Source: an optimization exercise on an open RTL-to-GDS flow (aim: small area, a short achievable clock period and few clock cycles per item). Production flows keep margins and buffers that such runs may drop.

==> module geofence, before the edit <==
module geofence ( clk,reset,X,Y,valid,is_inside);
  input clk;
  input reset;
  input [9:0] X;
  input [9:0] Y;
  output reg valid;
  output reg is_inside;
  reg  [4:0]  cnt;
  reg  [9:0]  px, py;                   
  reg  [9:0]  rx, ry;                   
  reg  [10:0] v0x, v0y;                 
  reg  [10:0] max_, may, mbx, mby, mcx, mcy;   
  reg  [10:0] uax, uay, ubx, uby;       
  reg  [10:0] vqx, vqy;                 
  reg  [10:0] ax, ay, bx, by;           
  reg         has_a, has_b, hit;
  reg         g3, g4, g5, gop;          
  reg         ok_ab, ok_5, fast;       
  wire [10:0] dx1 = {1'b0, rx} - {1'b0, px};
  wire [10:0] dy1 = {1'b0, ry} - {1'b0, py};
  wire [9:0]  dx2 = px - rx;
  wire [9:0]  dy2 = py - ry;
  wire [10:0] vx = {dx1[10], dx1[10] ? dx2 : dx1[9:0]};
  wire [10:0] vy = {dy1[10], dy1[10] ? dy2 : dy1[9:0]};
  wire neg;
  xsm u (.clk(clk), .ax(uax), .ay(uay), .bx(ubx), .by(uby), .neg(neg));
  wire r_init = (cnt == 5'd5);          
  wire r_cmp  = (cnt == 5'd8) | (cnt == 5'd10) | (cnt == 5'd12);
  wire repl = r_cmp & (neg | (gop ? ~has_b : ~has_a));    
  wire sa1 = r_cmp & ~gop, sa0 = r_init | (r_cmp & ~gop & ~has_a);
  wire sb1 = r_init | (r_cmp & gop), sb0 = r_cmp & gop & ~has_b;
  wire set_a = neg ? sa1 : sa0;
  wire set_b = neg ? sb1 : sb0;
  reg  [10:0] ua_ex, ua_ey, ub_ex, ub_ey, vq_ex, vq_ey;
  reg         ta, tb;                   
  always @(*) begin
    ua_ex = vx; ua_ey = vy; ub_ex = v0x; ub_ey = v0y; vq_ex = vqx; vq_ey = vqy;
    ta = 1'b0; tb = 1'b0;
    case (cnt)
      5'd3:  begin vq_ex = vx; vq_ey = vy; end                           
      5'd6:  begin ua_ex = ax; ua_ey = ay; ub_ex = max_; ub_ey = may;    
                   vq_ex = max_; vq_ey = may; end
      5'd7:  begin ua_ex = mcx; ua_ey = mcy; end                         
      5'd8:  begin vq_ex = mbx; vq_ey = mby;                             
                   if (g3) begin ua_ex = mbx; ua_ey = mby; ub_ex = bx; ub_ey = by; tb = gop; end
                   else    begin ua_ex = ax; ua_ey = ay; ub_ex = mbx; ub_ey = mby; ta = ~gop; end
             end
      5'd9:  begin ua_ex = max_; ua_ey = may; end                        
      5'd10: begin vq_ex = mcx; vq_ey = mcy;                             
                   if (g4) begin ua_ex = mcx; ua_ey = mcy; ub_ex = bx; ub_ey = by; tb = gop; end
                   else    begin ua_ex = ax; ua_ey = ay; ub_ex = mcx; ub_ey = mcy; ta = ~gop; end
             end
      5'd11: begin ua_ex = bx; ua_ey = by; ub_ex = max_; ub_ey = may; end   
      5'd12: begin ua_ex = bx; ua_ey = by; ub_ex = ax; ub_ey = ay;       
                   ta = gop; tb = ~gop; end
      5'd13: begin if (g5) begin ua_ex = max_; ua_ey = may; ub_ex = ax; ub_ey = ay; end
                   else    begin ua_ex = bx; ua_ey = by; ub_ex = max_; ub_ey = may; end
             end
      default: ;
    endcase
  end
  wire c6 = (cnt == 5'd6);              
  wire c11 = (cnt == 5'd11);            
  wire nh = gop ? ~has_b : ~has_a;      
  wire ta1 = r_cmp & ta, ta0 = r_cmp & ta & nh;
  wire tb1 = r_cmp & tb, tb0 = r_cmp & tb & nh;
  wire [10:0] ua1x = ta1 ? vqx : ((c6 | c11) ? max_ : ua_ex);
  wire [10:0] ua1y = ta1 ? vqy : ((c6 | c11) ? may : ua_ey);
  wire [10:0] ua0x = ta0 ? vqx : ua_ex;
  wire [10:0] ua0y = ta0 ? vqy : ua_ey;
  wire [10:0] ub1x = tb1 ? vqx : (c6 ? bx : c11 ? ax : ub_ex);
  wire [10:0] ub1y = tb1 ? vqy : (c6 ? by : c11 ? ay : ub_ey);
  wire [10:0] ub0x = tb0 ? vqx : ub_ex;
  wire [10:0] ub0y = tb0 ? vqy : ub_ey;
  wire [10:0] uax_n, uay_n, ubx_n, uby_n;
  mux11 u_max (.s(neg), .a(ua1x), .b(ua0x), .y(uax_n));
  mux11 u_may (.s(neg), .a(ua1y), .b(ua0y), .y(uay_n));
  mux11 u_mbx (.s(neg), .a(ub1x), .b(ub0x), .y(ubx_n));
  mux11 u_mby (.s(neg), .a(ub1y), .b(ub0y), .y(uby_n));
  wire gop_n = (cnt == 5'd6) ? neg : (cnt == 5'd8) ? g3 : (cnt == 5'd10) ? g4 : gop;
  wire has_o = g5 ? has_a : has_b;
  wire res = has_o & (hit | (fast ? (ok_5 | (has_a & has_b & ~neg)) : (ok_ab | ~neg)));
  wire fin = fast ? (cnt == 5'd14) : (cnt == 5'd15);
  always @(posedge clk or posedge reset) begin
    if (reset) begin
      cnt <= 5'd0;
    end else begin
      cnt <= (cnt == 5'd16 || (fast && cnt == 5'd15)) ? 5'd0 : cnt + 5'd1;
    end
  end
  always @(posedge clk) begin
    valid <= fin;
    is_inside <= res;
    rx <= X; ry <= Y;
    if (cnt == 5'd0) begin px <= X; py <= Y; end
    if (cnt == 5'd2) begin v0x <= vx; v0y <= vy; end
    if (cnt == 5'd4 || cnt == 5'd7) begin max_ <= vx; may <= vy; end    
    if (cnt == 5'd5) begin mbx <= vx; mby <= vy; end                    
    if (cnt == 5'd6) begin mcx <= vx; mcy <= vy; end                    
    uax <= uax_n; uay <= uay_n; ubx <= ubx_n; uby <= uby_n;
    vqx <= vq_ex; vqy <= vq_ey;
    gop <= gop_n;
    if (set_a) begin ax <= vqx; ay <= vqy; end
    if (set_b) begin bx <= vqx; by <= vqy; end
    if (r_init) begin has_a <= ~neg; has_b <= neg; end
    else if (repl) begin if (gop) has_b <= 1'b1; else has_a <= 1'b1; end
    if (cnt == 5'd7) g3 <= neg;
    if (cnt == 5'd9) g4 <= neg;
    if (cnt == 5'd11) begin g5 <= neg; fast <= (neg == g4); end
    if (cnt == 5'd13) ok_5 <= ~neg;
    if (cnt == 5'd14) ok_ab <= has_a & has_b & ~neg;
    if (cnt == 5'd2) hit <= 1'b0;
    else if (cnt >= 5'd3 && cnt <= 5'd7 && rx == px && ry == py) hit <= 1'b1;
  end
endmodule
==> module mux11, before the edit <==
module mux11 (input s, input [10:0] a, input [10:0] b, output [10:0] y);
  assign y = s ? a : b;
endmodule
==> flow/config.mk <==
export PLATFORM = sky130hd
export DESIGN_NAME = geofence
export DESIGN_NICKNAME = geofence
export VERILOG_FILES = /design/flow/design.v
export SDC_FILE = /design/flow/constraint.sdc
export NUM_CORES = 4
export LEC_CHECK = 0
export CAP_MARGIN = 20
export CORE_MARGIN = 2
export CORE_UTILIZATION = 70
export SLEW_MARGIN = 20
export SYNTH_HIERARCHICAL = 1
export SYNTH_MINIMUM_KEEP_SIZE = 0
==> flow/constraint.sdc <==
create_clock -name core_clock -period 12.0 [get_ports {clk}]
set_input_delay 2.4000 -clock core_clock [delete_from_list [all_inputs] [get_ports {clk}]]
set_output_delay 2.4000 -clock core_clock [all_outputs]
set_load 0.01 [all_outputs]
standard.sh (not shown) runs the stock make flow with config.mk's settings and CLKGATE_MAP_FILE= SYNTH_SCRIPT=/design/flow/synth_recipe.tcl, a recipe that flattens the netlist after the stock synthesis.
==> flow/flow/run.sh <==
#!/bin/bash
set -euo pipefail
bash standard.sh SETUP_SLACK_MARGIN=8.5 finish > standard.log 2>&1
Edit:
--- a/flow/design.v
+++ b/flow/design.v
@@ -16,5 +16,5 @@
   reg         has_a, has_b, hit;
   reg         g3, g4, g5, gop;          
-  reg         ok_ab, ok_5, fast;       
+  reg         ok_ab;
   wire [10:0] dx1 = {1'b0, rx} - {1'b0, px};
   wire [10:0] dy1 = {1'b0, ry} - {1'b0, py};
@@ -28,8 +28,6 @@
   wire r_cmp  = (cnt == 5'd8) | (cnt == 5'd10) | (cnt == 5'd12);
   wire repl = r_cmp & (neg | (gop ? ~has_b : ~has_a));    
-  wire sa1 = r_cmp & ~gop, sa0 = r_init | (r_cmp & ~gop & ~has_a);
-  wire sb1 = r_init | (r_cmp & gop), sb0 = r_cmp & gop & ~has_b;
-  wire set_a = neg ? sa1 : sa0;
-  wire set_b = neg ? sb1 : sb0;
+  wire set_a = (r_init & ~neg) | (repl & ~gop);
+  wire set_b = (r_init & neg) | (repl & gop);
   reg  [10:0] ua_ex, ua_ey, ub_ex, ub_ey, vq_ex, vq_ey;
   reg         ta, tb;                   
@@ -51,5 +49,4 @@
                    else    begin ua_ex = ax; ua_ey = ay; ub_ex = mcx; ub_ey = mcy; ta = ~gop; end
              end
-      5'd11: begin ua_ex = bx; ua_ey = by; ub_ex = max_; ub_ey = may; end   
       5'd12: begin ua_ex = bx; ua_ey = by; ub_ex = ax; ub_ey = ay;       
                    ta = gop; tb = ~gop; end
@@ -60,35 +57,23 @@
     endcase
   end
-  wire c6 = (cnt == 5'd6);              
-  wire c11 = (cnt == 5'd11);            
-  wire nh = gop ? ~has_b : ~has_a;      
-  wire ta1 = r_cmp & ta, ta0 = r_cmp & ta & nh;
-  wire tb1 = r_cmp & tb, tb0 = r_cmp & tb & nh;
-  wire [10:0] ua1x = ta1 ? vqx : ((c6 | c11) ? max_ : ua_ex);
-  wire [10:0] ua1y = ta1 ? vqy : ((c6 | c11) ? may : ua_ey);
-  wire [10:0] ua0x = ta0 ? vqx : ua_ex;
-  wire [10:0] ua0y = ta0 ? vqy : ua_ey;
-  wire [10:0] ub1x = tb1 ? vqx : (c6 ? bx : c11 ? ax : ub_ex);
-  wire [10:0] ub1y = tb1 ? vqy : (c6 ? by : c11 ? ay : ub_ey);
-  wire [10:0] ub0x = tb0 ? vqx : ub_ex;
-  wire [10:0] ub0y = tb0 ? vqy : ub_ey;
-  wire [10:0] uax_n, uay_n, ubx_n, uby_n;
-  mux11 u_max (.s(neg), .a(ua1x), .b(ua0x), .y(uax_n));
-  mux11 u_may (.s(neg), .a(ua1y), .b(ua0y), .y(uay_n));
-  mux11 u_mbx (.s(neg), .a(ub1x), .b(ub0x), .y(ubx_n));
-  mux11 u_mby (.s(neg), .a(ub1y), .b(ub0y), .y(uby_n));
+  wire r6 = (cnt == 5'd6) & neg;        
+  wire take_a = repl & ta;
+  wire take_b = repl & tb;
+  wire [10:0] uax_n = take_a ? vqx : (r6 ? max_ : ua_ex);
+  wire [10:0] uay_n = take_a ? vqy : (r6 ? may : ua_ey);
+  wire [10:0] ubx_n = take_b ? vqx : (r6 ? bx : ub_ex);
+  wire [10:0] uby_n = take_b ? vqy : (r6 ? by : ub_ey);
   wire gop_n = (cnt == 5'd6) ? neg : (cnt == 5'd8) ? g3 : (cnt == 5'd10) ? g4 : gop;
   wire has_o = g5 ? has_a : has_b;
-  wire res = has_o & (hit | (fast ? (ok_5 | (has_a & has_b & ~neg)) : (ok_ab | ~neg)));
-  wire fin = fast ? (cnt == 5'd14) : (cnt == 5'd15);
+  wire res = has_o & (hit | ok_ab | ~neg);
   always @(posedge clk or posedge reset) begin
     if (reset) begin
       cnt <= 5'd0;
     end else begin
-      cnt <= (cnt == 5'd16 || (fast && cnt == 5'd15)) ? 5'd0 : cnt + 5'd1;
+      cnt <= (cnt == 5'd16) ? 5'd0 : cnt + 5'd1;
     end
   end
   always @(posedge clk) begin
-    valid <= fin;
+    valid <= (cnt == 5'd15);
     is_inside <= res;
     rx <= X; ry <= Y;
@@ -107,6 +92,5 @@
     if (cnt == 5'd7) g3 <= neg;
     if (cnt == 5'd9) g4 <= neg;
-    if (cnt == 5'd11) begin g5 <= neg; fast <= (neg == g4); end
-    if (cnt == 5'd13) ok_5 <= ~neg;
+    if (cnt == 5'd11) g5 <= neg;
     if (cnt == 5'd14) ok_ab <= has_a & has_b & ~neg;
     if (cnt == 5'd2) hit <= 1'b0;
@@ -114,7 +98,4 @@
   end
 endmodule
-module mux11 (input s, input [10:0] a, input [10:0] b, output [10:0] y);
-  assign y = s ? a : b;
-endmodule
 module xsm (input clk, input [10:0] ax, input [10:0] ay, input [10:0] bx, input [10:0] by, output neg);
   reg q585;
Die area falls by 7.6%.
Non-clock buffer count went up by 18.
Sequential share of layout area goes up by 1.6 points.
Design area goes down by 4.8%.
First-iteration DRC count fell by 2.7%.
No run of this note included a check of the RTL's function; only the layout flow was run.

afterwards: timing with drivers on the ports:
Ports are ideal in the flow. The routed layouts listed here were re-timed in OpenROAD. Step 1, drivers: a clkbuf_16 drives clk and a buf_2 each remaining input, both assumed. Step 2 moves the port delays by t, midway between the first and last clock arrival at a register: inputs arrive t later, outputs are due t later. That takes back most of the time a late clock gives input paths. Slacks: ideal ports / drivers / drivers and shift; pairs: ideal ports / drivers.
| run | t (ns) | setup WS [ns] | worst setup path after step 2 | clock arrival spread, ns | worst data-port slew with drivers (ns) |
|---|---|---|---|---|---|
| the first run | 0.570 | 8.440 / 8.440 / 8.440 | register to register | 0.026 / 0.026 | 0.04 |
| the second run | 0.565 | 8.441 / 8.441 / 8.441 | register to register | 0.028 / 0.029 | 0.03 |
After both steps setup and hold are still met in every run listed.
